From an optimization exercise on the open Yosys and OpenROAD flow, aimed at small area; shortcuts taken in it are not production practice.
RTL that was checked went through simulation tests only; none was proved equivalent to the original.
Function not checked in runs 1 to 3: the RTL went through the layout flow alone.

**flow/design.v**
```verilog
module cordic_pipelined (
    input  wire        clk,
    input  wire        rst,
    input  wire [19:0] z_in,
    output reg  [15:0] x_out,
    output reg  [15:0] y_out,
    output wire        valid_out
);
    reg signed [16:0] z_1_q1;
    reg signed [14:0] z_3_q2;
    reg signed [11:0] z_6_q3;
    reg signed [9:0] z_9_q4;
    reg signed [6:0] z_12_q5;
    reg signed [4:0] z_15_q6;
    reg [0:0] d_4_q3;
    reg [0:0] d_3_q3;
    reg [0:0] d_2_q2;
    reg [0:0] d_2_q3;
    reg [0:0] d_1_q2;
    reg [0:0] d_1_q3;
    reg [0:0] d_0_q1;
    reg [0:0] d_0_q2;
    reg [0:0] d_0_q3;
    reg [0:0] d_5_q3;
    reg [0:0] d_6_q4;
    reg signed [15:0] x_6_q4;
    reg signed [15:0] y_6_q4;
    reg [0:0] d_7_q4;
    reg [0:0] d_8_q4;
    reg [0:0] d_8_q5;
    reg signed [15:0] x_8_q5;
    reg signed [15:0] y_8_q5;
    reg [0:0] d_9_q5;
    reg [0:0] d_10_q5;
    reg [0:0] d_10_q6;
    reg signed [15:0] x_10_q6;
    reg signed [15:0] y_10_q6;
    reg [0:0] d_11_q5;
    reg [0:0] d_11_q6;
    reg [0:0] d_12_q6;
    reg [0:0] d_12_q7;
    reg signed [15:0] x_12_q7;
    reg signed [15:0] y_12_q7;
    reg [0:0] d_13_q6;
    reg [0:0] d_13_q7;
    reg [0:0] d_14_q6;
    reg [0:0] d_14_q7;
    reg [0:0] d_14_q8;
    reg signed [15:0] x_14_q8;
    reg signed [15:0] y_14_q8;
    reg [0:0] d_15_q7;
    reg [0:0] d_15_q8;
    reg [0:0] negx_q1;
    reg [0:0] negx_q2;
    reg [0:0] negx_q3;
    reg [0:0] negx_q4;
    reg [0:0] negx_q5;
    reg [0:0] negx_q6;
    reg [0:0] negx_q7;
    reg [0:0] negx_q8;
    reg [0:0] negy_q1;
    reg [0:0] negy_q2;
    reg [0:0] negy_q3;
    reg [0:0] negy_q4;
    reg [0:0] negy_q5;
    reg [0:0] negy_q6;
    reg [0:0] negy_q7;
    reg [0:0] negy_q8;
    always @(posedge clk) begin   
        z_1_q1 <= z_1;
        d_0_q1 <= d_0;
        negx_q1 <= negx;
        negy_q1 <= negy;
    end
    always @(posedge clk) begin   
        z_3_q2 <= z_3;
        d_2_q2 <= d_2;
        d_1_q2 <= d_1;
        d_0_q2 <= d_0_q1;
        negx_q2 <= negx_q1;
        negy_q2 <= negy_q1;
    end
    always @(posedge clk) begin   
        z_6_q3 <= z_6;
        d_4_q3 <= d_4;
        d_3_q3 <= d_3;
        d_2_q3 <= d_2_q2;
        d_1_q3 <= d_1_q2;
        d_0_q3 <= d_0_q2;
        d_5_q3 <= d_5;
        negx_q3 <= negx_q2;
        negy_q3 <= negy_q2;
    end
    always @(posedge clk) begin   
        z_9_q4 <= z_9;
        d_6_q4 <= d_6;
        x_6_q4 <= x_6;
        y_6_q4 <= y_6;
        d_7_q4 <= d_7;
        d_8_q4 <= d_8;
        negx_q4 <= negx_q3;
        negy_q4 <= negy_q3;
    end
    always @(posedge clk) begin   
        z_12_q5 <= z_12;
        d_8_q5 <= d_8_q4;
        x_8_q5 <= x_8;
        y_8_q5 <= y_8;
        d_9_q5 <= d_9;
        d_10_q5 <= d_10;
        d_11_q5 <= d_11;
        negx_q5 <= negx_q4;
        negy_q5 <= negy_q4;
    end
    always @(posedge clk) begin   
        z_15_q6 <= z_15;
        d_10_q6 <= d_10_q5;
        x_10_q6 <= x_10;
        y_10_q6 <= y_10;
        d_11_q6 <= d_11_q5;
        d_12_q6 <= d_12;
        d_13_q6 <= d_13;
        d_14_q6 <= d_14;
        negx_q6 <= negx_q5;
        negy_q6 <= negy_q5;
    end
    always @(posedge clk) begin   
        d_12_q7 <= d_12_q6;
        x_12_q7 <= x_12;
        y_12_q7 <= y_12;
        d_13_q7 <= d_13_q6;
        d_14_q7 <= d_14_q6;
        d_15_q7 <= d_15;
        negx_q7 <= negx_q6;
        negy_q7 <= negy_q6;
    end
    always @(posedge clk) begin   
        d_14_q8 <= d_14_q7;
        x_14_q8 <= x_14;
        y_14_q8 <= y_14;
        d_15_q8 <= d_15_q7;
        negx_q8 <= negx_q7;
        negy_q8 <= negy_q7;
    end
    wire signed [19:0] z = z_in;
    wire w_dn = z > 20'sd205887;             
    wire w_up = z <= -20'sd205887;           
    wire ge0   = w_dn ? z >= 20'sd411774 : w_up ? z >= -20'sd411774 : z >= 20'sd0;
    wire lepi2 = w_dn ? z <= 20'sd514717 : w_up ? z <= -20'sd308831 : z <= 20'sd102943;
    wire gempi2 = w_dn ? z >= 20'sd308831 : w_up ? z >= -20'sd514717 : z >= -20'sd102943;
    wire [1:0] qf = !ge0 ? (gempi2 ? 2'b11 : 2'b10) : (lepi2 ? 2'b00 : 2'b01);
    wire negz = qf != 2'b00;
    reg [16:0] c1;
    always @* begin
        case ({w_dn, w_up, qf})
            4'b0000: c1 = 17'h136f1;
            4'b0001: c1 = 17'h05b30;
            4'b0010: c1 = 17'h1a4d0;
            4'b0011: c1 = 17'h136f1;
            4'b1000: c1 = 17'h0ee73;
            4'b1001: c1 = 17'h0a3ae;
            4'b1010: c1 = 17'h1ed4e;
            4'b1011: c1 = 17'h17f6f;
            4'b0100: c1 = 17'h17f6f;
            4'b0101: c1 = 17'h012b2;
            4'b0110: c1 = 17'h15c52;
            4'b0111: c1 = 17'h0ee73;
            default: c1 = 17'h00000;
        endcase
    end
    wire d_0 = qf == 2'b10;
    wire negx = qf == 2'b01 || qf == 2'b10;
    wire negy = qf == 2'b11;
    wire [16:0] zn = z[16:0] ^ {17{negz}};
    wire [16:0] zn1 = {16'd0, negz};
    wire signed [16:0] z_1 = zn + c1 + zn1;
    wire [0:0] d_1 = z_1_q1[16];
    wire signed [15:0] z_2 = z_1_q1 + (d_1 ? 16'sd30385 : -16'sd30385);
    wire [0:0] d_2 = z_2[15];
    wire signed [14:0] z_3 = z_2 + (d_2 ? 15'sd16054 : -15'sd16054);
    wire [0:0] d_3 = z_3_q2[14];
    wire signed [13:0] z_4 = z_3_q2 + (d_3 ? 14'sd8149 : -14'sd8149);
    wire [0:0] d_4 = z_4[13];
    wire signed [12:0] z_5 = z_4 + (d_4 ? 13'sd4090 : -13'sd4090);
    wire [0:0] d_5 = z_5[12];
    wire signed [11:0] z_6 = z_5 + (d_5 ? 12'sd2047 : -12'sd2047);
    wire [0:0] d_6 = z_6_q3[11];
    wire signed [10:0] z_7 = z_6_q3 + (d_6 ? 11'sd1023 : -11'sd1023);
    wire [0:0] d_7 = z_7[10];
    wire signed [10:0] z_8 = z_7 + (d_7 ? 11'sd511 : -11'sd511);
    wire [0:0] d_8 = z_8[10];
    wire signed [9:0] z_9 = z_8 + (d_8 ? 10'sd255 : -10'sd255);
    wire [0:0] d_9 = z_9_q4[9];
    wire signed [8:0] z_10 = z_9_q4 + (d_9 ? 9'sd127 : -9'sd127);
    wire [0:0] d_10 = z_10[8];
    wire signed [7:0] z_11 = z_10 + (d_10 ? 8'sd63 : -8'sd63);
    wire [0:0] d_11 = z_11[7];
    wire signed [6:0] z_12 = z_11 + (d_11 ? 7'sd31 : -7'sd31);
    wire [0:0] d_12 = z_12_q5[6];
    wire signed [5:0] z_13 = z_12_q5 + (d_12 ? 6'sd15 : -6'sd15);
    wire [0:0] d_13 = z_13[5];
    wire signed [4:0] z_14 = z_13 + (d_13 ? 5'sd7 : -5'sd7);
    wire [0:0] d_14 = z_14[4];
    wire signed [4:0] z_15 = z_14 + (d_14 ? 5'sd3 : -5'sd3);
    wire [0:0] d_15 = z_15_q6[4];
    function [31:0] xy_table(input [4:0] d);
        case (d)
            5'd0: xy_table = {16'hf8fd, 16'h3f90};
            5'd1: xy_table = {16'h3f94, 16'h0705};
            5'd2: xy_table = {16'h2ea6, 16'h2bc2};
            5'd3: xy_table = {16'h2bc2, 16'hd15a};
            5'd4: xy_table = {16'h17b8, 16'h3b65};
            5'd5: xy_table = {16'h3b67, 16'he847};
            5'd6: xy_table = {16'h3dbf, 16'h10a9};
            5'd7: xy_table = {16'h10a9, 16'hc241};
            5'd8: xy_table = {16'h08d9, 16'h3f57};
            5'd9: xy_table = {16'h3f59, 16'hf727};
            5'd10: xy_table = {16'h37fb, 16'h1eee};
            5'd11: xy_table = {16'h1eee, 16'hc805};
            5'd12: xy_table = {16'h259c, 16'h33ba};
            5'd13: xy_table = {16'h33ba, 16'hda62};
            5'd14: xy_table = {16'h3ff2, 16'h00f5};
            5'd15: xy_table = {16'h00f3, 16'hc00e};
            5'd16: xy_table = {16'h00f5, 16'h3ff2};
            5'd17: xy_table = {16'h3ff4, 16'hff0d};
            5'd18: xy_table = {16'h33ba, 16'h259c};
            5'd19: xy_table = {16'h259c, 16'hcc46};
            5'd20: xy_table = {16'h1eee, 16'h37fb};
            5'd21: xy_table = {16'h37fb, 16'he111};
            5'd22: xy_table = {16'h3f57, 16'h08d9};
            5'd23: xy_table = {16'h08d7, 16'hc0a9};
            5'd24: xy_table = {16'h10a9, 16'h3dbf};
            5'd25: xy_table = {16'h3dbf, 16'hef57};
            5'd26: xy_table = {16'h3b65, 16'h17b8};
            5'd27: xy_table = {16'h17b8, 16'hc49b};
            5'd28: xy_table = {16'h2bc2, 16'h2ea6};
            5'd29: xy_table = {16'h2ea4, 16'hd43e};
            5'd30: xy_table = {16'h3f90, 16'hf8fd};
            5'd31: xy_table = {16'hf8f9, 16'hc070};
        endcase
    endfunction
    wire [31:0] tab = xy_table({d_4_q3, d_3_q3, d_2_q3, d_1_q3, d_0_q3});
    wire signed [15:0] x_5 = tab[31:16];
    wire signed [15:0] y_5 = tab[15:0];
    wire signed [15:0] mx_5 = {16{~d_5_q3}}, my_5 = {16{d_5_q3}};
    wire signed [15:0] xo_5 = (y_5 >>> 5) ^ mx_5;
    wire signed [15:0] yo_5 = (x_5 >>> 5) ^ my_5;
    wire signed [15:0] cx_5 = {15'd0, ~d_5_q3}, cy_5 = {15'd0, d_5_q3};
    wire signed [15:0] x_6 = x_5 + xo_5 + cx_5;
    wire signed [15:0] y_6 = y_5 + yo_5 + cy_5;
    wire signed [15:0] mx_6 = {16{~d_6_q4}}, my_6 = {16{d_6_q4}};
    wire signed [15:0] xo_6 = (y_6_q4 >>> 6) ^ mx_6;
    wire signed [15:0] yo_6 = (x_6_q4 >>> 6) ^ my_6;
    wire signed [15:0] cx_6 = {15'd0, ~d_6_q4}, cy_6 = {15'd0, d_6_q4};
    wire signed [15:0] x_7 = x_6_q4 + xo_6 + cx_6;
    wire signed [15:0] y_7 = y_6_q4 + yo_6 + cy_6;
    wire signed [15:0] mx_7 = {16{~d_7_q4}}, my_7 = {16{d_7_q4}};
    wire signed [15:0] xo_7 = (y_7 >>> 7) ^ mx_7;
    wire signed [15:0] yo_7 = (x_7 >>> 7) ^ my_7;
    wire signed [15:0] cx_7 = {15'd0, ~d_7_q4}, cy_7 = {15'd0, d_7_q4};
    wire signed [15:0] x_8 = x_7 + xo_7 + cx_7;
    wire signed [15:0] y_8 = y_7 + yo_7 + cy_7;
    wire signed [7:0] xh5 = x_8_q5[15:8];
    wire signed [7:0] yh5 = y_8_q5[15:8];
    wire signed [9:0] rxe_8 = {2'd0, x_8_q5[7:0]};
    wire signed [9:0] rye_8 = {2'd0, y_8_q5[7:0]};
    wire signed [9:0] mx_8 = {10{~d_8_q5}}, my_8 = {10{d_8_q5}};
    wire signed [9:0] ox_8 = yh5 >>> 0, oy_8 = xh5 >>> 0;
    wire signed [9:0] cx_8 = {9'd0, ~d_8_q5}, cy_8 = {9'd0, d_8_q5};
    wire signed [9:0] rx_9 = rxe_8 + (ox_8 ^ mx_8) + cx_8;
    wire signed [9:0] ry_9 = rye_8 + (oy_8 ^ my_8) + cy_8;
    wire signed [7:0] xh_p5 = xh5 + 8'sd1, xh_m5 = xh5 - 8'sd1;
    wire signed [7:0] xs_9 = rx_9[9] ? xh_m5 : rx_9[8] ? xh_p5 : xh5;
    wire signed [7:0] yh_p5 = yh5 + 8'sd1, yh_m5 = yh5 - 8'sd1;
    wire signed [7:0] ys_9 = ry_9[9] ? yh_m5 : ry_9[8] ? yh_p5 : yh5;
    wire signed [9:0] mx_9 = {10{~d_9_q5}}, my_9 = {10{d_9_q5}};
    wire signed [9:0] ox_9 = ys_9 >>> 1, oy_9 = xs_9 >>> 1;
    wire signed [9:0] cx_9 = {9'd0, ~d_9_q5}, cy_9 = {9'd0, d_9_q5};
    wire signed [9:0] rx_10 = rx_9 + (ox_9 ^ mx_9) + cx_9;
    wire signed [9:0] ry_10 = ry_9 + (oy_9 ^ my_9) + cy_9;
    wire signed [7:0] xs_10 = rx_10[9] ? xh_m5 : rx_10[8] ? xh_p5 : xh5;
    wire signed [7:0] ys_10 = ry_10[9] ? yh_m5 : ry_10[8] ? yh_p5 : yh5;
    wire signed [15:0] x_10 = {xs_10, rx_10[7:0]};
    wire signed [15:0] y_10 = {ys_10, ry_10[7:0]};
    wire signed [7:0] xh6 = x_10_q6[15:8];
    wire signed [7:0] yh6 = y_10_q6[15:8];
    wire signed [9:0] rxe_10 = {2'd0, x_10_q6[7:0]};
    wire signed [9:0] rye_10 = {2'd0, y_10_q6[7:0]};
    wire signed [9:0] mx_10 = {10{~d_10_q6}}, my_10 = {10{d_10_q6}};
    wire signed [9:0] ox_10 = yh6 >>> 2, oy_10 = xh6 >>> 2;
    wire signed [9:0] cx_10 = {9'd0, ~d_10_q6}, cy_10 = {9'd0, d_10_q6};
    wire signed [9:0] rx_11 = rxe_10 + (ox_10 ^ mx_10) + cx_10;
    wire signed [9:0] ry_11 = rye_10 + (oy_10 ^ my_10) + cy_10;
    wire signed [7:0] xh_p6 = xh6 + 8'sd1, xh_m6 = xh6 - 8'sd1;
    wire signed [7:0] xs_11 = rx_11[9] ? xh_m6 : rx_11[8] ? xh_p6 : xh6;
    wire signed [7:0] yh_p6 = yh6 + 8'sd1, yh_m6 = yh6 - 8'sd1;
    wire signed [7:0] ys_11 = ry_11[9] ? yh_m6 : ry_11[8] ? yh_p6 : yh6;
    wire signed [9:0] mx_11 = {10{~d_11_q6}}, my_11 = {10{d_11_q6}};
    wire signed [9:0] ox_11 = ys_11 >>> 3, oy_11 = xs_11 >>> 3;
    wire signed [9:0] cx_11 = {9'd0, ~d_11_q6}, cy_11 = {9'd0, d_11_q6};
    wire signed [9:0] rx_12 = rx_11 + (ox_11 ^ mx_11) + cx_11;
    wire signed [9:0] ry_12 = ry_11 + (oy_11 ^ my_11) + cy_11;
    wire signed [7:0] xs_12 = rx_12[9] ? xh_m6 : rx_12[8] ? xh_p6 : xh6;
    wire signed [7:0] ys_12 = ry_12[9] ? yh_m6 : ry_12[8] ? yh_p6 : yh6;
    wire signed [15:0] x_12 = {xs_12, rx_12[7:0]};
    wire signed [15:0] y_12 = {ys_12, ry_12[7:0]};
    wire signed [7:0] xh7 = x_12_q7[15:8];
    wire signed [7:0] yh7 = y_12_q7[15:8];
    wire signed [9:0] rxe_12 = {2'd0, x_12_q7[7:0]};
    wire signed [9:0] rye_12 = {2'd0, y_12_q7[7:0]};
    wire signed [9:0] mx_12 = {10{~d_12_q7}}, my_12 = {10{d_12_q7}};
    wire signed [9:0] ox_12 = yh7 >>> 4, oy_12 = xh7 >>> 4;
    wire signed [9:0] cx_12 = {9'd0, ~d_12_q7}, cy_12 = {9'd0, d_12_q7};
    wire signed [9:0] rx_13 = rxe_12 + (ox_12 ^ mx_12) + cx_12;
    wire signed [9:0] ry_13 = rye_12 + (oy_12 ^ my_12) + cy_12;
    wire signed [7:0] xh_p7 = xh7 + 8'sd1, xh_m7 = xh7 - 8'sd1;
    wire signed [7:0] xs_13 = rx_13[9] ? xh_m7 : rx_13[8] ? xh_p7 : xh7;
    wire signed [7:0] yh_p7 = yh7 + 8'sd1, yh_m7 = yh7 - 8'sd1;
    wire signed [7:0] ys_13 = ry_13[9] ? yh_m7 : ry_13[8] ? yh_p7 : yh7;
    wire signed [9:0] mx_13 = {10{~d_13_q7}}, my_13 = {10{d_13_q7}};
    wire signed [9:0] ox_13 = ys_13 >>> 5, oy_13 = xs_13 >>> 5;
    wire signed [9:0] cx_13 = {9'd0, ~d_13_q7}, cy_13 = {9'd0, d_13_q7};
    wire signed [9:0] rx_14 = rx_13 + (ox_13 ^ mx_13) + cx_13;
    wire signed [9:0] ry_14 = ry_13 + (oy_13 ^ my_13) + cy_13;
    wire signed [7:0] xs_14 = rx_14[9] ? xh_m7 : rx_14[8] ? xh_p7 : xh7;
    wire signed [7:0] ys_14 = ry_14[9] ? yh_m7 : ry_14[8] ? yh_p7 : yh7;
    wire signed [15:0] x_14 = {xs_14, rx_14[7:0]};
    wire signed [15:0] y_14 = {ys_14, ry_14[7:0]};
    wire signed [7:0] xh8 = x_14_q8[15:8];
    wire signed [7:0] yh8 = y_14_q8[15:8];
    wire signed [9:0] rxe_14 = {2'd0, x_14_q8[7:0]};
    wire signed [9:0] rye_14 = {2'd0, y_14_q8[7:0]};
    wire signed [9:0] mx_14 = {10{~d_14_q8}}, my_14 = {10{d_14_q8}};
    wire signed [9:0] ox_14 = yh8 >>> 6, oy_14 = xh8 >>> 6;
    wire signed [9:0] cx_14 = {9'd0, ~d_14_q8}, cy_14 = {9'd0, d_14_q8};
    wire signed [9:0] rx_15 = rxe_14 + (ox_14 ^ mx_14) + cx_14;
    wire signed [9:0] ry_15 = rye_14 + (oy_14 ^ my_14) + cy_14;
    wire signed [7:0] xh_p8 = xh8 + 8'sd1, xh_m8 = xh8 - 8'sd1;
    wire signed [7:0] xs_15 = rx_15[9] ? xh_m8 : rx_15[8] ? xh_p8 : xh8;
    wire signed [7:0] yh_p8 = yh8 + 8'sd1, yh_m8 = yh8 - 8'sd1;
    wire signed [7:0] ys_15 = ry_15[9] ? yh_m8 : ry_15[8] ? yh_p8 : yh8;
    wire signed [9:0] mx_15 = {10{~d_15_q8}}, my_15 = {10{d_15_q8}};
    wire signed [9:0] ox_15 = ys_15 >>> 7, oy_15 = xs_15 >>> 7;
    wire signed [9:0] cx_15 = {9'd0, ~d_15_q8}, cy_15 = {9'd0, d_15_q8};
    wire signed [9:0] rx_16 = rx_15 + (ox_15 ^ mx_15) + cx_15;
    wire signed [9:0] ry_16 = ry_15 + (oy_15 ^ my_15) + cy_15;
    wire signed [7:0] xs_16 = rx_16[9] ? xh_m8 : rx_16[8] ? xh_p8 : xh8;
    wire signed [7:0] ys_16 = ry_16[9] ? yh_m8 : ry_16[8] ? yh_p8 : yh8;
    wire signed [15:0] x_16 = {xs_16, rx_16[7:0]};
    wire signed [15:0] y_16 = {ys_16, ry_16[7:0]};
    always @* begin
        x_out = negx_q8 ? -x_16 : x_16;
        y_out = negy_q8 ? -y_16 : y_16;
    end
    reg [3:0] vcnt;
    always @(posedge clk)
        if (rst) vcnt <= 0;
        else if (vcnt != 8) vcnt <= vcnt + 1'b1;
    assign valid_out = vcnt == 8;
endmodule
module add_rca #(parameter W = 16) (
    input  wire [W-1:0] a,
    input  wire [W-1:0] b,
    input  wire         ci,
    output wire [W-1:0] s
);
    wire [W:0] c;
    assign c[0] = ci;
    genvar i;
    generate
        for (i = 0; i < W; i = i + 1) begin : bit_
            assign s[i]   = a[i] ^ b[i] ^ c[i];
            assign c[i+1] = (a[i] & b[i]) | (c[i] & (a[i] ^ b[i]));
        end
    endgenerate
endmodule
module add_csel #(parameter W = 16, parameter LO = 8) (
    input  wire [W-1:0] a,
    input  wire [W-1:0] b,
    input  wire         ci,
    output wire [W-1:0] s
);
    wire [LO:0] c;
    assign c[0] = ci;
    wire [W-1:LO] h0, h1;
    wire [W:LO] c0, c1;
    assign c0[LO] = 1'b0;
    assign c1[LO] = 1'b1;
    genvar i;
    generate
        for (i = 0; i < LO; i = i + 1) begin : lo_
            assign s[i]   = a[i] ^ b[i] ^ c[i];
            assign c[i+1] = (a[i] & b[i]) | (c[i] & (a[i] ^ b[i]));
        end
        for (i = LO; i < W; i = i + 1) begin : hi_
            assign h0[i]   = a[i] ^ b[i] ^ c0[i];
            assign c0[i+1] = (a[i] & b[i]) | (c0[i] & (a[i] ^ b[i]));
            assign h1[i]   = a[i] ^ b[i] ^ c1[i];
            assign c1[i+1] = (a[i] & b[i]) | (c1[i] & (a[i] ^ b[i]));
        end
    endgenerate
    assign s[W-1:LO] = c[LO] ? h1 : h0;
endmodule
module add_cla2 #(parameter W = 16) (
    input  wire [W-1:0] a,
    input  wire [W-1:0] b,
    input  wire         ci,
    output wire [W-1:0] s
);
    wire [W-1:0] g = a & b;
    wire [W-1:0] p = a ^ b;
    wire [W:0] c;
    assign c[0] = ci;
    genvar i;
    generate
        for (i = 0; i < W; i = i + 1) begin : bit_
            if (i % 2 == 0)
                assign c[i+1] = g[i] | (p[i] & c[i]);
            else
                assign c[i+1] = g[i] | (p[i] & g[i-1]) | (p[i] & p[i-1] & c[i-1]);
        end
    endgenerate
    assign s = p ^ c[W-1:0];
endmodule
module cordic_oscillator (
    input  wire               clk,
    input  wire               rst,
    input  wire               ce,
    input  wire signed [31:0] tuning_word,
    output wire signed [15:0] sin_out,
    output wire signed [15:0] cos_out,
    output wire               valid_out
);
    localparam [31:0] TWO_PI = 32'h6487ED51;
    reg  [31:0] phase_acc;
    wire [31:0] n  = phase_acc + tuning_word;
    wire [31:0] n1 = phase_acc + tuning_word - TWO_PI;
    wire [31:0] n2 = phase_acc + tuning_word + TWO_PI;
    always @(posedge clk) begin
        if (rst)
            phase_acc <= 32'd0;
        else if (ce)
            phase_acc <= (!n[31] && !n1[31]) ? n1 : n[31] ? n2 : n;
    end
    cordic_pipelined core (
        .clk(clk), .rst(rst), .z_in(phase_acc[31:12]),
        .x_out(cos_out), .y_out(sin_out), .valid_out(valid_out));
endmodule
```
**flow/run.sh**
```bash
#!/bin/bash
# synth_recipe.tcl (not shown) runs the flow's synth.tcl, then flattens the netlist and writes it again
# the make line also repeats each setting of config.mk as NAME=value (left out here)
make -C /OpenROAD-flow-scripts/flow DESIGN_CONFIG=/design/flow/config.mk WORK_HOME=/design/flow/orfs CLKGATE_MAP_FILE= SYNTH_SCRIPT=/design/flow/synth_recipe.tcl finish
```
**flow/config.mk**
```make
export PLATFORM = sky130hd
export DESIGN_NAME = cordic_oscillator
export DESIGN_NICKNAME = cordic_oscillator
export VERILOG_FILES = /design/flow/design.v
export SDC_FILE = /design/flow/constraint.sdc
export NUM_CORES = 4
export LEC_CHECK = 0
export ABC_AREA = 1
export CAP_MARGIN = 20
export CORE_MARGIN = 2
export CORE_UTILIZATION = 70
export GPL_TIMING_DRIVEN = 0
export SLEW_MARGIN = 20
```
**flow/constraint.sdc**
```tcl
create_clock -name core_clock -period 5.5 [get_ports {clk}]
set_input_delay 1.1000 -clock core_clock [delete_from_list [all_inputs] [get_ports {clk}]]
set_output_delay 1.1000 -clock core_clock [all_outputs]
set_load 0.01 [all_outputs]
```
==> results of run 1 <==
[synth_stat cells, types with 5 or more instances]
cell	instances
or2_2	11
o21ai_1	37
nand3b_1	21
and2_1	5
xor2_1	437
nand2_1	1238
buf_2	23
ha_1	400
nand4_1	65
nor2_1	343
o21a_1	11
a31oi_1	33
o21ai_0	316
nor3_1	78
inv_2	26
a21oi_2	6
o21ai_2	14
dfxtp_1	327
o21bai_1	32
a221oi_1	8
nand3_2	12
a21boi_0	9
xnor2_1	125
o31ai_1	8
a211oi_1	14
buf_1	14
nor2_2	7
nor4_1	5
clkbuf_1	54
nand3_1	370
o211ai_1	21
nand2_2	36
fa_1	31
a32oi_1	5
a21oi_1	369
a21o_1	19
inv_1	729
[what timing repair did]
item,CTS
resized for setup,321
setup endpoints to repair,80
buffers inserted,98
cloned,5
pin swaps,106
[per-layer routing]
| metal | GRT usage [%] | GRT overflow |
|---|---|---|
| met2 | 92.9 | 394 |
| met3 | 65.1 | 90 |
| met1 | 80.2 | 95 |
| met5 | 44.4 | 11 |
| met4 | 68.5 | 178 |
[how the worst max path moves through the flow]
| stage | from | to | slack [ns] | cells past startpoint |
|---|---|---|---|---|
| after global placement | core.z_3_q2[14] | core.z_6_q3[9] | -1.57 | 30 |
| after detailed placement | core.z_3_q2[14] | core.z_6_q3[9] | -1.59 | 30 |
| after CTS | core.d_14_q8 | sin_out[15] | -0.62 | 39 |
| after floorplan | core.d_14_q8 | sin_out[14] | -0.007 | 34 |
[through the flow]
stage	instances	hold WS, ns	area, µm²	setup slack [ns]	TNS [ns]
after CTS	6225	0.315	39600	-0.617	-8.58
after detailed placement	6058	0.312	36600	-1.59	-58.72
after global placement	6058	0.311	36600	-1.57	-52.51
after floorplan	5320	0.310	35100	-0.00745	-0.0107
[kinds of logic after synthesis]
logic type               count (synthesis)
AO/OA/AOI/OAI                          924
XOR/XNOR                               568
adder cells (fa/ha/maj)                431
buffers and inverters                  855
flip-flops                             327
multiplexers                             1
AND/OR/NAND/NOR                       2214
==> reports/metrics.cfg, run 1 <==
[synth]
ys_seq_area_share_pct=18.6
synth_nets=5786
synthTopCellsByArea=dfxtp_1 19%, ha_1 14%, nand2_1 13%
avgSynthCellArea_um2=6.60
synthAdderAreaFrac_pct=16.0
ys_warn_count=2
async_reset_ff_share_pct=0
synth_seq_cells=327
synthXorXnorAreaFrac_pct=14.3
synth_top_family_by_area=simple AND/OR/NAND/NOR gates
yosysUniqueCellTypes=63
synth_top_area_cell=dfxtp_1
muxShareOfSynthArea_pct=0.0285
synth_compound_area_share_pct=14.7
synth_top_cell_area_share_pct=18.6
synthSimpleGateAreaFrac_pct=26.9
synth_cells=5320
synth-edff-count=0
netlist_area_um2=35100
ys.flop_type=dfxtp_1

[clock_tree]
cts_max_path_buffers=3
postCtsHoldBufs=0
htreeDepth=2
clock-sinks=327
cts_buffers=39
root_buffer=clkbuf_16

[global_route]
overflow=768
track_usage_pct=77.9
grt_max_degree=19

[run_status]
lastStage=global routing
error_line=[ERROR GRT-0232] Routing congestion too high. Check the congestion heatmap in the GUI.
status=stopped before the end

[sta]
grt_worst_setup_endpoint=sin_out[15]
worst_endpoint_kind=output port

[placement]
hpwl_um=74500
numPortBuffers=66
gp_congestion=0.986

[die]
die_y_um=228
io_pins=68
start_util_pct=70.4
dieWidth_um=228
rows=82

==> run 2: changes to the inputs <==
--- a/flow/config.mk
+++ b/flow/config.mk
@@ -10,4 +10,3 @@
 export CORE_MARGIN = 2
 export CORE_UTILIZATION = 70
-export GPL_TIMING_DRIVEN = 0
 export SLEW_MARGIN = 20
==> run 2 against run 1 <==
  * The layout now fails its checks (negative setup slack)
  * Area after synthesis is the same
  * Synthesized cell count stayed put
==> reports/metrics.cfg, run 2 <==
[sta]
setup_ws_ns=-2.34
setup-violations-final=37
skew_ns=0.0175
fin_hold_ws_ns=0.322
hold_violations=0
fin_crit_sh_pct=143
fmax_mhz=128
slew_violations=0
final.min_clock_period_ns=7.84
tns_ns=-36.17
relSlewSlack_pct=26.6
rsz0062_at_grt=true
tightestPinTransition_ns=1.10

[clock_tree]
cts_max_path_buffers=3
insertion_delay_ns=0.59
root_buffer=clkbuf_16
htreeDepth=2
path_clk_slew_ns=0.07
cts_buffers=40
clock-sinks=327
cts_tree=built

[die]
dieArea_um2=52000
start_util_pct=70.4
die_y_um=228
dieWidth_um=228
io_pins=68
coreArea_um2=49900
rows=82

[run_status]
status=finished with violations
check-failures=negative setup slack

[synth]
synth_top_area_cell=dfxtp_1
async_reset_ff_share_pct=0
synth_common_cells=1238 x nand2_1, 729 x inv_1, 437 x xor2_1
ys_seq_area_share_pct=18.6
avgSynthCellArea_um2=6.60
yosysUniqueCellTypes=63
synth_seq_cells=327
yosysMostFrequentCell=nand2_1
synth-edff-count=0
ys_warn_count=2
ys.flop_type=dfxtp_1
netlist_area_um2=35100
synth_top_cell_area_share_pct=18.6
synthTopCellsByArea=dfxtp_1 19%, ha_1 14%, nand2_1 13%
synth_nets=5786
synth_cells=5320

[detailed_routing]
postRouteAntennaNets=0
routedWlPerCell_um=16.8
drt-pass1-iter-count=10
avgViaCountPerCell=5.89
vias=37100
drcViolationCount=0
routed_wl_um=106000
drtIter0Drc=3061

[worst_setup_path]
critical_path_class=reg -> out
worstReg2RegEnd=core.y_14_q8[12]
slowest_stage=xor2_1
reg2reg_slack_ns=-0.19
cp-end-kind=output pin
startpoint_type=flop
reg2reg_from=core.y_12_q7[15]
worstPathArrival_ns=6.74
worst_path_largest_cell_delay_ns=0.85
crit_required_ns=4.40
path_max_fanout=6
ff2ff_path_depth=28

[placement]
pre_cts_slack_ns=-0.745
hpwl_um=73200
numPortBuffers=67
gp_congestion=1.01

[layout]
largest-register=phase_acc
num_antenna_cells=0
fillers=3459
layout.nets=6065
layout_commonest_cell=nand2_1
drive_above_1_share_pct=12.4
final_cell_mix=1169 x nand2_1, 718 x inv_1, 423 x xor2_1
area.growth.synth_to_final_pct=16.2
largest_reg_flops=32

[run]
cap_violations=0

[global_route]
overflow=0
antenna_found_initial=1
first_global_vias=35100
grt_first_pass_wirelength_um=163000
grt_max_degree=38
track_usage_pct=36.8

[hold_path]
hold_path.class=reg -> reg
hold_depth=0
hp-start=core.negx_q2
hold_path_end=core.negx_q3

run 2: worst max-delay path: cells and delay by family (launching register included):
kind | cells | cell delay [ns]
AO/OA/AOI/OAI | 5 | 1.10
flip-flops | 1 | 0.48
XOR/XNOR | 3 | 1.66
adder cells (fa/ha/maj) | 2 | 0.65
buffers and inverters | 8 | 1.44
AND/OR/NAND/NOR | 8 | 0.79
run 2: routing by layer:
layer | part of all wire, % | vias to the layer above | track usage (%) | wire length [µm]
met5 | 0.013 | - | 0 | 14
met1 | 39 | 16900 | 43.7 | 41500
li1 | - | 18000 | - | -
met4 | 6.4 | 2 | 16.2 | 6810
met2 | 47 | 1707 | 66.4 | 49300
met3 | 7.6 | 608 | 4.64 | 8030
run 2: area by class of cell:
| type | count | area (µm²) | share of cell area (%) |
|---|---|---|---|
| multi-input combinational | 4139 | 26400 | 64.7 |
| sequential | 327 | 6560 | 16.1 |
| inverter | 757 | 2860 | 7.00 |
| timing repair buffer | 332 | 2710 | 6.65 |
| clock buffer | 50 | 1100 | 2.69 |
| tap | 672 | 841 | 2.06 |
| clock inverter | 24 | 305 | 0.748 |
| timing repair inverter | 2 | 15.0 | 0.0368 |
run 2: how the worst max path moves through the flow:
stage / from / to / slack, ns / depth (start not counted)
6_report: core.x_14_q8[15] / sin_out[10] / -2.34 / 26
5_1_grt: core.x_14_q8[15] / sin_out[10] / -2.28 / 26
4_1_cts: core.d_14_q8 / sin_out[12] / -0.66 / 36
3_5_place_dp: core.d_14_q8 / sin_out[10] / -0.74 / 32
3_3_place_gp: core.d_14_q8 / sin_out[10] / -0.57 / 33
2_1_floorplan: core.d_14_q8 / sin_out[14] / -0.007 / 34
run 2: logic make-up (layout without fill, tap and decap cells):
group	after synthesis	count (layout)	share of synthesized area [%]
compound gates	924	924	14.7
xor+xnor	568	568	14.3
fa+ha+maj	431	431	16.0
buf+inv	855	1165	9.34
flops	327	327	18.6
mux	1	1	0.0285
simple gates	2214	2215	26.9
run 2: what timing repair did:
item / 4_1_cts / 5_1_grt
resized for setup: 258 / 158
hold buffers: 0 / 0
cloned: 4 / 0
pin swaps: 101 / 75
buffers inserted: 37 / 17
setup endpoints to repair: 29 / 91
run 2: per-stage QoR:
stage	utilization (%)	cell area [µm²]	instances
after floorplan	-	35100	5320
after global placement	75.8	37800	6175
after detailed placement	75.8	37800	6175
after CTS	80.5	40200	6289
after global routing	81.8	40800	6303
final	81.8	40800	6303
==> run 3: changes to the inputs <==
--- a/flow/config.mk
+++ b/flow/config.mk
@@ -9,4 +9,4 @@
 export CAP_MARGIN = 20
 export CORE_MARGIN = 2
-export CORE_UTILIZATION = 70
+export CORE_UTILIZATION = 55
 export SLEW_MARGIN = 20
==> run 3 against run 2 <==
  * Highest routed layer is now met4
  * Synthesized cell count is the same
  * Fmax grew 23%
  * The layout still fails its checks (negative setup slack)
==> reports/metrics.cfg, run 3 <==
[run_status]
status=finished with violations
check-failures=negative setup slack

[global_route]
first_global_vias=33000
antenna_found_initial=0
track_usage_pct=28.0
grt_first_pass_wirelength_um=156000
overflow=0
grt_max_degree=38

[synth]
synth_cells=5320
netlist_area_um2=35100
synth_top_area_cell=dfxtp_1
synth_common_cells=1238 x nand2_1, 729 x inv_1, 437 x xor2_1
synth_nets=5786
async_reset_ff_share_pct=0
avgSynthCellArea_um2=6.60
synthTopCellsByArea=dfxtp_1 19%, ha_1 14%, nand2_1 13%
synth_top_family_by_area=simple AND/OR/NAND/NOR gates
synthXorXnorAreaFrac_pct=14.3
synthAdderAreaFrac_pct=16.0
ys_seq_area_share_pct=18.6
yosysUniqueCellTypes=63
ys.flop_type=dfxtp_1
synth_top_cell_area_share_pct=18.6
muxShareOfSynthArea_pct=0.0285
synth_compound_area_share_pct=14.7
synthSimpleGateAreaFrac_pct=26.9
ys_warn_count=2
yosysMostFrequentCell=nand2_1
synth_seq_cells=327
synth-edff-count=0

[run]
cap_violations=0

[die]
io_pins=68
die_y_um=257
dieWidth_um=257
coreArea_um2=63100
rows=92
start_util_pct=55.7
dieArea_um2=65900

[detailed_routing]
postRouteAntennaNets=0
routed_wl_um=94900
routedWlPerCell_um=14.5
drtIter0Drc=1977
drt-pass1-iter-count=7
vias=34500
avgViaCountPerCell=5.29
drcViolationCount=0

[worst_setup_path]
worstReg2RegEnd=core.x_14_q8[15]
reg2reg_slack_ns=0.42
critical_path_class=reg -> out
crit_top_cell=nand2_1
worst_path_largest_cell_delay_ns=0.40
startpoint_type=flop
slowest_stage=fa_2
cp-end-kind=output pin
crit_required_ns=4.40
ff2ff_path_depth=32
path_max_fanout=6
reg2reg_from=core.d_12_q7
worstPathArrival_ns=5.27

[clock_tree]
path_clk_slew_ns=0.06
htreeDepth=2
cts_tree=built
clock-sinks=327
cts_max_path_buffers=3
insertion_delay_ns=0.56
postCtsHoldBufs=0
cts_buffers=40
root_buffer=clkbuf_16

[layout]
layout.nets=6112
area.growth.synth_to_final_pct=17.5
num_antenna_cells=0
utilization_pct=65.4
layout_commonest_cell=nand2_1
finalInstanceArea_um2=41300
drive_above_1_share_pct=12.9
final_cell_mix=1171 x nand2_1, 715 x inv_1, 427 x xor2_1
fin_cells=6523
largest_reg_flops=32
fillers=5913
largest-register=phase_acc

[placement]
pre_cts_slack_ns=-0.667
gp_congestion=0.953
hpwl_um=74500
dp.cells=6366
post_dp_cell_area_um2=38200
numPortBuffers=67

[sta]
rsz0062_at_grt=true
setup-violations-final=22
tightestPinTransition_ns=0.902
tns_ns=-13.32
final.min_clock_period_ns=6.37
skew_ns=0.0140
relSlewSlack_pct=39.8
slew_violations=0
hold_violations=0
fin_crit_sh_pct=116
fmax_mhz=157
setup_ws_ns=-0.868
fin_hold_ws_ns=0.318

[hold_path]
hold_path.class=reg -> reg
hold_depth=0
hp-start=core.d_12_q6
hold_path_end=core.d_12_q7

==> run 3: logic make-up (layout without fill, tap and decap cells) <==
group           Yosys count  after routing
compound gates          924            924
simple gates           2214           2216
mux                       1              1
buf+inv                 855           1210
xor+xnor                568            568
flops                   327            327
fa+ha+maj               431            431
==> run 3: worst max-delay path, delay by kind of cell (launching register included) <==
kind | cells | cell delay, ns
AO/OA/AOI/OAI | 2 | 0.16
XOR/XNOR | 3 | 0.49
adder cells (fa/ha/maj) | 2 | 0.78
buffers and inverters | 6 | 0.70
flip-flops | 1 | 0.39
AND/OR/NAND/NOR | 22 | 2.16
==> run 3: what timing repair did <==
action,in CTS,in global routing
endpoints found under the setup margin,29,81
pin swaps,79,69
resized for setup,253,156
gates cloned,5,0
setup buffers,58,22
==> run 3: cell type report <==
| type | count | area [µm²] | share of cell area [%] |
|---|---|---|---|
| clock buffers | 47 | 1070 | 2.59 |
| clock inverters | 26 | 224 | 0.543 |
| inverters | 757 | 2860 | 6.92 |
| multi-input cells | 4140 | 26400 | 64.1 |
| flip-flops and latches | 327 | 6560 | 15.9 |
| well taps | 846 | 1060 | 2.57 |
| repair buffers | 378 | 3040 | 7.37 |
| repair inverters | 2 | 15.0 | 0.0364 |
==> run 3: metal layers <==
layer	wire length (µm)	vias up	track usage, %
met5	0	-	0
met4	2910	0	8.74
met3	3050	184	2.58
met2	46600	633	50.7
met1	42300	15700	34.8
li1	-	18000	-
==> run 3: worst max-delay path by stage <==
stage,startpoint,slack [ns],to,cells past startpoint
4_1_cts,core.d_14_q8,-0.62,sin_out[15],37
2_1_floorplan,core.d_14_q8,-0.007,sin_out[14],34
6_report,core.d_14_q8,-0.87,sin_out[10],35
3_3_place_gp,core.d_14_q8,-0.54,sin_out[15],36
3_5_place_dp,core.d_14_q8,-0.67,sin_out[10],33
5_1_grt,core.d_14_q8,-1.15,sin_out[15],38
==> run 4: changes to the inputs <==
--- a/flow/design.v
+++ b/flow/design.v
@@ -349,13 +349,13 @@
     wire signed [15:0] x_16 = {xs_16, rx_16[7:0]};
     wire signed [15:0] y_16 = {ys_16, ry_16[7:0]};
-    always @* begin
-        x_out = negx_q8 ? -x_16 : x_16;
-        y_out = negy_q8 ? -y_16 : y_16;
+    always @(posedge clk) begin
+        x_out <= negx_q8 ? -x_16 : x_16;
+        y_out <= negy_q8 ? -y_16 : y_16;
     end
     reg [3:0] vcnt;
     always @(posedge clk)
         if (rst) vcnt <= 0;
-        else if (vcnt != 8) vcnt <= vcnt + 1'b1;
-    assign valid_out = vcnt == 8;
+        else if (vcnt != 9) vcnt <= vcnt + 1'b1;
+    assign valid_out = vcnt == 9;
 endmodule
 module add_rca #(parameter W = 16) (
--- a/flow/config.mk
+++ b/flow/config.mk
@@ -10,3 +10,4 @@
 export CORE_MARGIN = 2
 export CORE_UTILIZATION = 55
+export CTS_BUF_LIST = sky130_fd_sc_hd__clkbuf_8
 export SLEW_MARGIN = 20
==> run 4 against run 3 <==
  * Now clean on timing, DRC and antenna
  * Fmax is 25% higher
  * Die area grew 2.2%
  * Largest cell class unchanged
  * Critical path depth is 7 lower
  * Non-clock buffer count down 265
  * Synthesized cell count is 0.60% higher
  * Critical endpoint is now core.x_14_q8[12]
  * Flip-flop and latch count up 32
  * Final area fell by 5.2%
==> reports/metrics.cfg, run 4 <==
[clock_tree]
postCtsHoldBufs=0
cts_max_path_buffers=3
clock-sinks=359
root_buffer=clkbuf_8
path_clk_slew_ns=0.06
cts_buffers=69
insertion_delay_ns=0.68
htreeDepth=3
cts_tree=built

[layout]
utilization_pct=60.6
drive_above_1_share_pct=6.29
layout.nets=5902
final_cell_mix=1246 x nand2_1, 706 x inv_1, 427 x xor2_1
multi_input_area_um2=25600
largest-register=phase_acc
largest_reg_flops=32
regArea_um2=7200
area.growth.synth_to_final_pct=8.89
fillers=6338
fin_cells=6340
layout_commonest_cell=nand2_1

[global_route]
antenna_found_initial=1
overflow=0
track_usage_pct=27.1
grt_max_degree=40
grt_first_pass_wirelength_um=152000
first_global_vias=31500

[worst_setup_path]
cp-end-kind=flop
critical_path_class=reg -> reg
worstPathArrival_ns=5.71
path_max_fanout=12
worst_path_largest_cell_delay_ns=0.54
crit_top_cell=nand2_1
reg2reg_from=core.x_12_q7[15]
crit_required_ns=6.12
cp-startpoint=core.x_12_q7[15]
startpoint_type=flop
reg2reg_slack_ns=0.41
slowest_stage=dfxtp_1

[synth]
synth_top_area_cell=dfxtp_1
netlist_area_um2=35900
async_reset_ff_share_pct=0
synthTopCellsByArea=dfxtp_1 20%, ha_1 14%, nand2_1 13%
synth_nets=5818
synth-edff-count=0
ys_warn_count=2
avgSynthCellArea_um2=6.71
ys_seq_area_share_pct=20.0
ys.flop_type=dfxtp_1
synth_top_cell_area_share_pct=20.0
synth_seq_cells=359
yosysMostFrequentCell=nand2_1
synth_cells=5352
synth_common_cells=1258 x nand2_1, 696 x inv_1, 431 x xor2_1
yosysUniqueCellTypes=66

[die]
dieWidth_um=259
coreArea_um2=64500
dieArea_um2=67300
rows=93
die_y_um=259
start_util_pct=55.7
io_pins=68

[detailed_routing]
postRouteAntennaNets=0
drtIter0Drc=2126
drt-pass1-iter-count=6
routedWlPerCell_um=14.5
routed_wl_um=91800
drcViolationCount=0
avgViaCountPerCell=5.25
vias=33300

[sta]
slew_violations=0
setup-violations-final=0
setup_ws_ns=0.414
relSlewSlack_pct=37.4
tightestPinTransition_ns=0.933
skew_ns=0.0421
hold_violations=0
fmax_mhz=197
tns_ns=0
fin_crit_sh_pct=92.5
final.min_clock_period_ns=5.09

[placement]
hpwl_um=74700
numPortBuffers=67
gp_congestion=0.957
dp.cells=6220
pre_cts_slack_ns=0.0760

[run]
cap_violations=0

[run_status]
status=no timing/DRC/antenna violations

[hold_path]
hold_path.class=reg -> reg
hp-start=core.negy_q5

-- run 4: cell types whose count changed after synthesis, moves of 7 or more --
cell     before   now
nand2_1    1238  1258
dfxtp_1     327   359
o21ai_1      37    30
nor2_1      343   351
nand3_1     370   355
o21ai_0     316   291
inv_2        26    37
a21oi_1     369   378
inv_1       729   696
-- run 4: path summary, 6_finish.rpt --
path,end,cells after the start
max,core.x_14_q8[12],28
min,core.negy_q6,0
max reg2reg,core.x_14_q8[12],28
min reg2reg,core.negy_q6,0
-- run 4: critical path, delay by kind of cell, from the launching register on --
family                   cells  cell delay [ns]
AO/OA/AOI/OAI                9             1.42
XOR/XNOR                     3             0.67
adder cells (fa/ha/maj)      2             0.86
buffers and inverters        5             0.60
flip-flops                   1             0.54
AND/OR/NAND/NOR              9             0.92
-- run 4: logic make-up (layout without fill, tap and decap cells) --
logic type | after synthesis | count (layout) | synth area share, %
AND/OR/NAND/NOR | 2259 | 2259 | 27.1
AO/OA/AOI/OAI | 895 | 895 | 14.0
buffers and inverters | 834 | 966 | 8.92
XOR/XNOR | 572 | 572 | 14.2
adder cells (fa/ha/maj) | 431 | 431 | 15.7
flip-flops | 359 | 359 | 20.0
multiplexers | 2 | 2 | 0.0558
other | 0 | 1 | 0
-- run 4: what timing repair did --
action | in CTS | in global routing
gates resized for setup | 0 | 39
endpoints found under the setup margin | 0 | 59
setup buffers | 0 | 0
-- run 4: metrics by stage --
step / hold slack, ns / instance area (µm²)
after global routing: 0.304 / 39100
after floorplan: 0.310 / 35900
final: 0.308 / 39100
after detailed placement: 0.312 / 37500
after CTS: 0.298 / 39000
after global placement: 0.310 / 37500
-- run 4: per-layer routing --
| layer | share of wire (%) | vias up | track usage, % |
|---|---|---|---|
| li1 | - | 17600 | - |
| met1 | 48 | 14900 | 36.2 |
| met2 | 45 | 651 | 45.6 |
| met3 | 4.2 | 148 | 3.36 |
| met4 | 2.3 | 0 | 8.03 |
| met5 | 0 | - | 0 |
-- run 4: layout make-up --
cell class / count / area share (%)
clock inverters: 39 / 0.861
flip-flops and latches: 359 / 18.4
diodes: 1 / 0.00640
multi-input cells: 4159 / 65.5
inverters: 734 / 7.05
well taps: 855 / 2.74
clock buffers: 80 / 2.82
repair buffers: 113 / 2.61
==> run 5: changes to the inputs <==
--- a/flow/config.mk
+++ b/flow/config.mk
@@ -10,4 +10,3 @@
 export CORE_MARGIN = 2
 export CORE_UTILIZATION = 55
-export CTS_BUF_LIST = sky130_fd_sc_hd__clkbuf_8
 export SLEW_MARGIN = 20
==> run 5 against run 4 <==
  * First-iteration DRC count fell by 4.9%
  * Highest routed layer unchanged
  * Still clean
  * Global-route usage fell by 0.16 points
  * Flip-flop and latch count did not move
  * Critical path type unchanged
  * Critical endpoint unchanged
==> reports/metrics.cfg, run 5 <==
[clock_tree]
postCtsHoldBufs=0
cts_max_path_buffers=3
path_clk_slew_ns=0.06
insertion_delay_ns=0.59
cts_tree=built
cts_setup_buffers=0
cts_resized=0
root_buffer=clkbuf_16
clock-sinks=359
cts_buffers=44
htreeDepth=2

[global_route]
grt_max_degree=40
overflow=0
first_global_vias=31300
track_usage_pct=26.9
grt_first_pass_wirelength_um=152000
antenna_found_initial=0

[detailed_routing]
postRouteAntennaNets=0
drcViolationCount=0
drtIter0Drc=2021
drt-pass1-iter-count=6
avgViaCountPerCell=5.26
routedWlPerCell_um=14.5
vias=33100
routed_wl_um=91500

[synth]
yosysUniqueCellTypes=66
synth_top_area_cell=dfxtp_1
netlist_area_um2=35900
synth_common_cells=1258 x nand2_1, 696 x inv_1, 431 x xor2_1
synth_cells=5352
synth_nets=5818
ys_seq_area_share_pct=20.0
avgSynthCellArea_um2=6.71
synth-edff-count=0
async_reset_ff_share_pct=0
yosysMostFrequentCell=nand2_1
synthTopCellsByArea=dfxtp_1 20%, ha_1 14%, nand2_1 13%
ys_warn_count=2
ys.flop_type=dfxtp_1
synth_seq_cells=359
synth_top_cell_area_share_pct=20.0

[layout]
layout_commonest_cell=nand2_1
drive_above_1_share_pct=5.76
utilization_pct=60.8
finalInstanceArea_um2=39200
num_antenna_cells=0
layout.nets=5877
largest_reg_flops=32
regArea_um2=7200
area.growth.synth_to_final_pct=9.26
fin_cells=6302
fillers=6284
largest-register=phase_acc
multi_input_area_um2=25600
final_cell_mix=1247 x nand2_1, 694 x inv_1, 427 x xor2_1

[sta]
fin_crit_sh_pct=93.3
hold_violations=0
final.min_clock_period_ns=5.13
relSlewSlack_pct=38.9
setup-violations-final=0
slew_violations=0
fmax_mhz=195
tightestPinTransition_ns=0.912
skew_ns=0.0254

[die]
start_util_pct=55.7
die_y_um=259
rows=93
io_pins=68
dieWidth_um=259
dieArea_um2=67300
coreArea_um2=64500

[worst_setup_path]
slowest_stage=dfxtp_1
worstPathBufferInverterCount=5
worst_path_largest_cell_delay_ns=0.55
crit_required_ns=6.01
crit_top_cell=nand2_1
worstPathArrival_ns=5.65
startpoint_type=flop
cp-end-kind=flop
cp_top_family=compound AO/OA/AOI/OAI gates
path_max_fanout=12
critical_path_class=reg -> reg

[placement]
gp_congestion=0.957
hpwl_um=74700
dp.cells=6220
post_dp_cell_area_um2=37500
numPortBuffers=67

[run]
cap_violations=0

[run_status]
status=no timing/DRC/antenna violations

[hold_path]
hold_path.class=reg -> reg

## run 5: worst paths after layout
path	endpoint	slack, ns	from	cells past startpoint
worst max-delay path	core.x_14_q8[12]	0.37	core.x_12_q7[15]	28
worst min-delay path	core.negx_q7	0.32	core.negx_q6	0
worst max register to register	core.x_14_q8[12]	0.37	core.x_12_q7[15]	28
worst min register to register	core.negx_q7	0.32	core.negx_q6	0
## run 5: stage by stage
| step | hold WS [ns] | setup WS [ns] | TNS [ns] |
|---|---|---|---|
| 2_1_floorplan | 0.310 | 0.426 | 0 |
| 3_3_place_gp | 0.310 | 0.170 | 0 |
| 3_5_place_dp | 0.312 | 0.0760 | 0 |
| 4_1_cts | 0.324 | 0.0110 | 0 |
| 5_1_grt | 0.331 | -0.0271 | -0.0271 |
| 6_report | 0.324 | 0.368 | 0 |
## run 5: cells by family after synthesis
group	after synthesis	synth area share (%)
compound gates	895	14.0
xor+xnor	572	14.2
fa+ha+maj	431	15.7
buf+inv	834	8.92
flops	359	20.0
mux	2	0.0558
simple gates	2259	27.1
## run 5: layout make-up
| class | instances | share of cell area (%) |
|---|---|---|
| clock inverter | 23 | 0.759 |
| inverter | 734 | 7.02 |
| sequential | 359 | 18.4 |
| timing repair buffer | 113 | 2.60 |
| multi-input combinational | 4159 | 65.3 |
| clock buffer | 59 | 3.26 |
| tap | 855 | 2.73 |
## run 5: per-layer routing
metal | track usage (%) | wire length, µm
met2 | 45.5 | 41500
met5 | 0 | 0
met4 | 7.17 | 2220
met3 | 2.93 | 3470
met1 | 36.4 | 44400
==> run 6: changes to the inputs <==
--- a/flow/config.mk
+++ b/flow/config.mk
@@ -10,3 +10,5 @@
 export CORE_MARGIN = 2
 export CORE_UTILIZATION = 55
+export CTS_BUF_LIST = sky130_fd_sc_hd__clkbuf_8 sky130_fd_sc_hd__clkbuf_16
+export CTS_CLUSTER_SIZE = 20
 export SLEW_MARGIN = 20
==> run 6 against run 5 <==
  * Still clean on timing, DRC and antenna
  * Count of clock-buffer cells in the layout shrank 5
  * Final cell count stayed put
  * Clock skew about the same
  * Non-clock buffer count is the same
  * Hold slack stayed put
==> reports/metrics.cfg, run 6 <==
[synth]
avgSynthCellArea_um2=6.71
ys_seq_area_share_pct=20.0
synthTopCellsByArea=dfxtp_1 20%, ha_1 14%, nand2_1 13%
synth_top_cell_area_share_pct=20.0
synth_top_area_cell=dfxtp_1
yosysMostFrequentCell=nand2_1
yosysUniqueCellTypes=66
synth_seq_cells=359
synth_nets=5818
synth-edff-count=0
async_reset_ff_share_pct=0
synth_cells=5352
netlist_area_um2=35900
ys_warn_count=2
synth_common_cells=1258 x nand2_1, 696 x inv_1, 431 x xor2_1
ys.flop_type=dfxtp_1

[detailed_routing]
avgViaCountPerCell=5.25
wl_met1_um=44300
vias=33100
routed_wl_um=91500
drt-pass1-iter-count=6
drcViolationCount=0
routed-wl-met2_um=41500
postRouteAntennaNets=0
top_layer=met4
wl_met3_um=3490
drtIter0Drc=2018
routedWlPerCell_um=14.5

[clock_tree]
htreeDepth=2
path_clk_slew_ns=0.06
root_buffer=clkbuf_16
cts_max_path_buffers=3
cts_buffers=44
clock-sinks=359
insertion_delay_ns=0.59
cts_tree=built
postCtsHoldBufs=0

[worst_setup_path]
worstPathBufferInverterCount=5
startpoint_type=flop
reg2reg_from=core.x_12_q7[15]
crit_top_cell=nand2_1
worstPathArrival_ns=5.64
cp-end-kind=flop
worst_path_largest_cell_delay_ns=0.55
crit_required_ns=6.01
critical_path_class=reg -> reg
path_max_fanout=12
cp_top_family=compound AO/OA/AOI/OAI gates
reg2reg_slack_ns=0.37
cp-startpoint=core.x_12_q7[15]
slowest_stage=dfxtp_1

[sta]
fin_crit_sh_pct=93.2
final.min_clock_period_ns=5.13
skew_ns=0.0254
relSlewSlack_pct=39.1
setup-violations-final=0
fmax_mhz=195
hold_violations=0
tightestPinTransition_ns=0.909
slew_violations=0

[layout]
fillers=6284
num_antenna_cells=0
regArea_um2=7200
largest-register=phase_acc
layout_commonest_cell=nand2_1
largest_reg_flops=32
utilization_pct=60.8
multi_input_area_um2=25600
layout.nets=5877
finalInstanceArea_um2=39200
drive_above_1_share_pct=5.76
area.growth.synth_to_final_pct=9.26
final_cell_mix=1247 x nand2_1, 699 x inv_1, 427 x xor2_1

[placement]
hpwl_um=74700
post_dp_cell_area_um2=37500
numPortBuffers=67
gp_congestion=0.957

[hold_path]
hold_path.class=reg -> reg
hp-start=core.negx_q6

[die]
dieArea_um2=67300
die_y_um=259
rows=93
start_util_pct=55.7
io_pins=68
coreArea_um2=64500
dieWidth_um=259

[global_route]
grt_first_pass_wirelength_um=152000
first_global_vias=31300
track_usage_pct=26.9
antenna_found_initial=0
overflow=0
grt_max_degree=40

[run_status]
status=no timing/DRC/antenna violations

[run]
cap_violations=0

[run 6: cell types whose count changed in the layout (fill, tap and decap cells not counted)]
cell,delta
clkbuf_1,-5
inv_1,+5
[run 6: per-layer routing]
layer	vias up	global-route usage, %
met5	-	0
met2	619	45.5
met4	0	7.17
met1	14800	36.4
li1	17600	-
met3	157	2.93
[run 6: cell families after synthesis]
family,after synthesis,share of synthesized area (%)
compound gates,895,14.0
xor+xnor,572,14.2
fa+ha+maj,431,15.7
buf+inv,834,8.92
flops,359,20.0
mux,2,0.0558
simple gates,2259,27.1
[run 6: what timing repair did]
item                                    CTS  global route
buffers inserted                          0             0
resized for setup                         0            38
endpoints found under the setup margin    0            57
[run 6: final cells by class]
| cell class | instances | share of cell area (%) |
|---|---|---|
| Timing Repair Buffer | 113 | 2.60 |
| Sequential cell | 359 | 18.4 |
| Tap cell | 855 | 2.73 |
| Clock inverter | 28 | 0.807 |
| Multi-Input combinational cell | 4159 | 65.3 |
| Clock buffer | 54 | 3.22 |
| Inverter | 734 | 7.02 |
[run 6: worst paths after layout]
kind / depth (start not counted) / to
worst max-delay path: 28 / core.x_14_q8[12]
worst min-delay path: 0 / core.negx_q7
worst max register to register: 28 / core.x_14_q8[12]
worst min register to register: 0 / core.negx_q7
[run 6: metrics by stage]
stage               setup WS [ns]  hold WS (ns)  std cells  setup TNS (ns)
finish                      0.372         0.324       6302               0
global route              -0.0271         0.331       6302         -0.0271
CTS                        0.0110         0.324       6302               0
detailed placement         0.0760         0.312       6220               0
global placement            0.170         0.310       6220               0
floorplan                   0.426         0.310       5352               0

[separate check: timing with driven ports]
No port has a modelled driver above. Below, the same layouts with a new extraction and two added sets of constraints. Step 1 sets driving cells, clkbuf_16 on the clock port and buf_2 on the other inputs (assumed; they add their load-dependent delay and slew). Step 2 also shifts input and output timing later by t, the mid clock arrival at the registers, as if the neighbouring blocks saw the same clock. Three values: ideal, step 1, step 2; two values: the first two.
| run | shift t [ns] | setup WS [ns] | worst hold slack (ns) | worst setup path after step 2 | slew at the worst register clock pin (ns) |
|---|---|---|---|---|---|
| run 2 | 0.647 | -2.341 / -2.409 / -1.762 | 0.322 / 0.322 / 0.322 | register to output | 0.07 / 0.07 |
| run 3 | 0.626 | -0.868 / -0.937 / -0.311 | 0.318 / 0.318 / 0.318 | register to output | 0.07 / 0.07 |
| run 4 | 0.722 | 0.414 / 0.414 / 0.255 | 0.308 / 0.308 / 0.308 | input to register | 0.07 / 0.07 |
| run 5 | 0.639 | 0.368 / 0.368 / 0.247 | 0.324 / 0.324 / 0.324 | input to register | 0.06 / 0.06 |
| run 6 | 0.639 | 0.372 / 0.372 / 0.245 | 0.324 / 0.324 / 0.324 | input to register | 0.06 / 0.06 |
For run 4, which loses most, drivers alone change the setup slack by 0.000 ns; drivers and shift together by -0.159 ns.
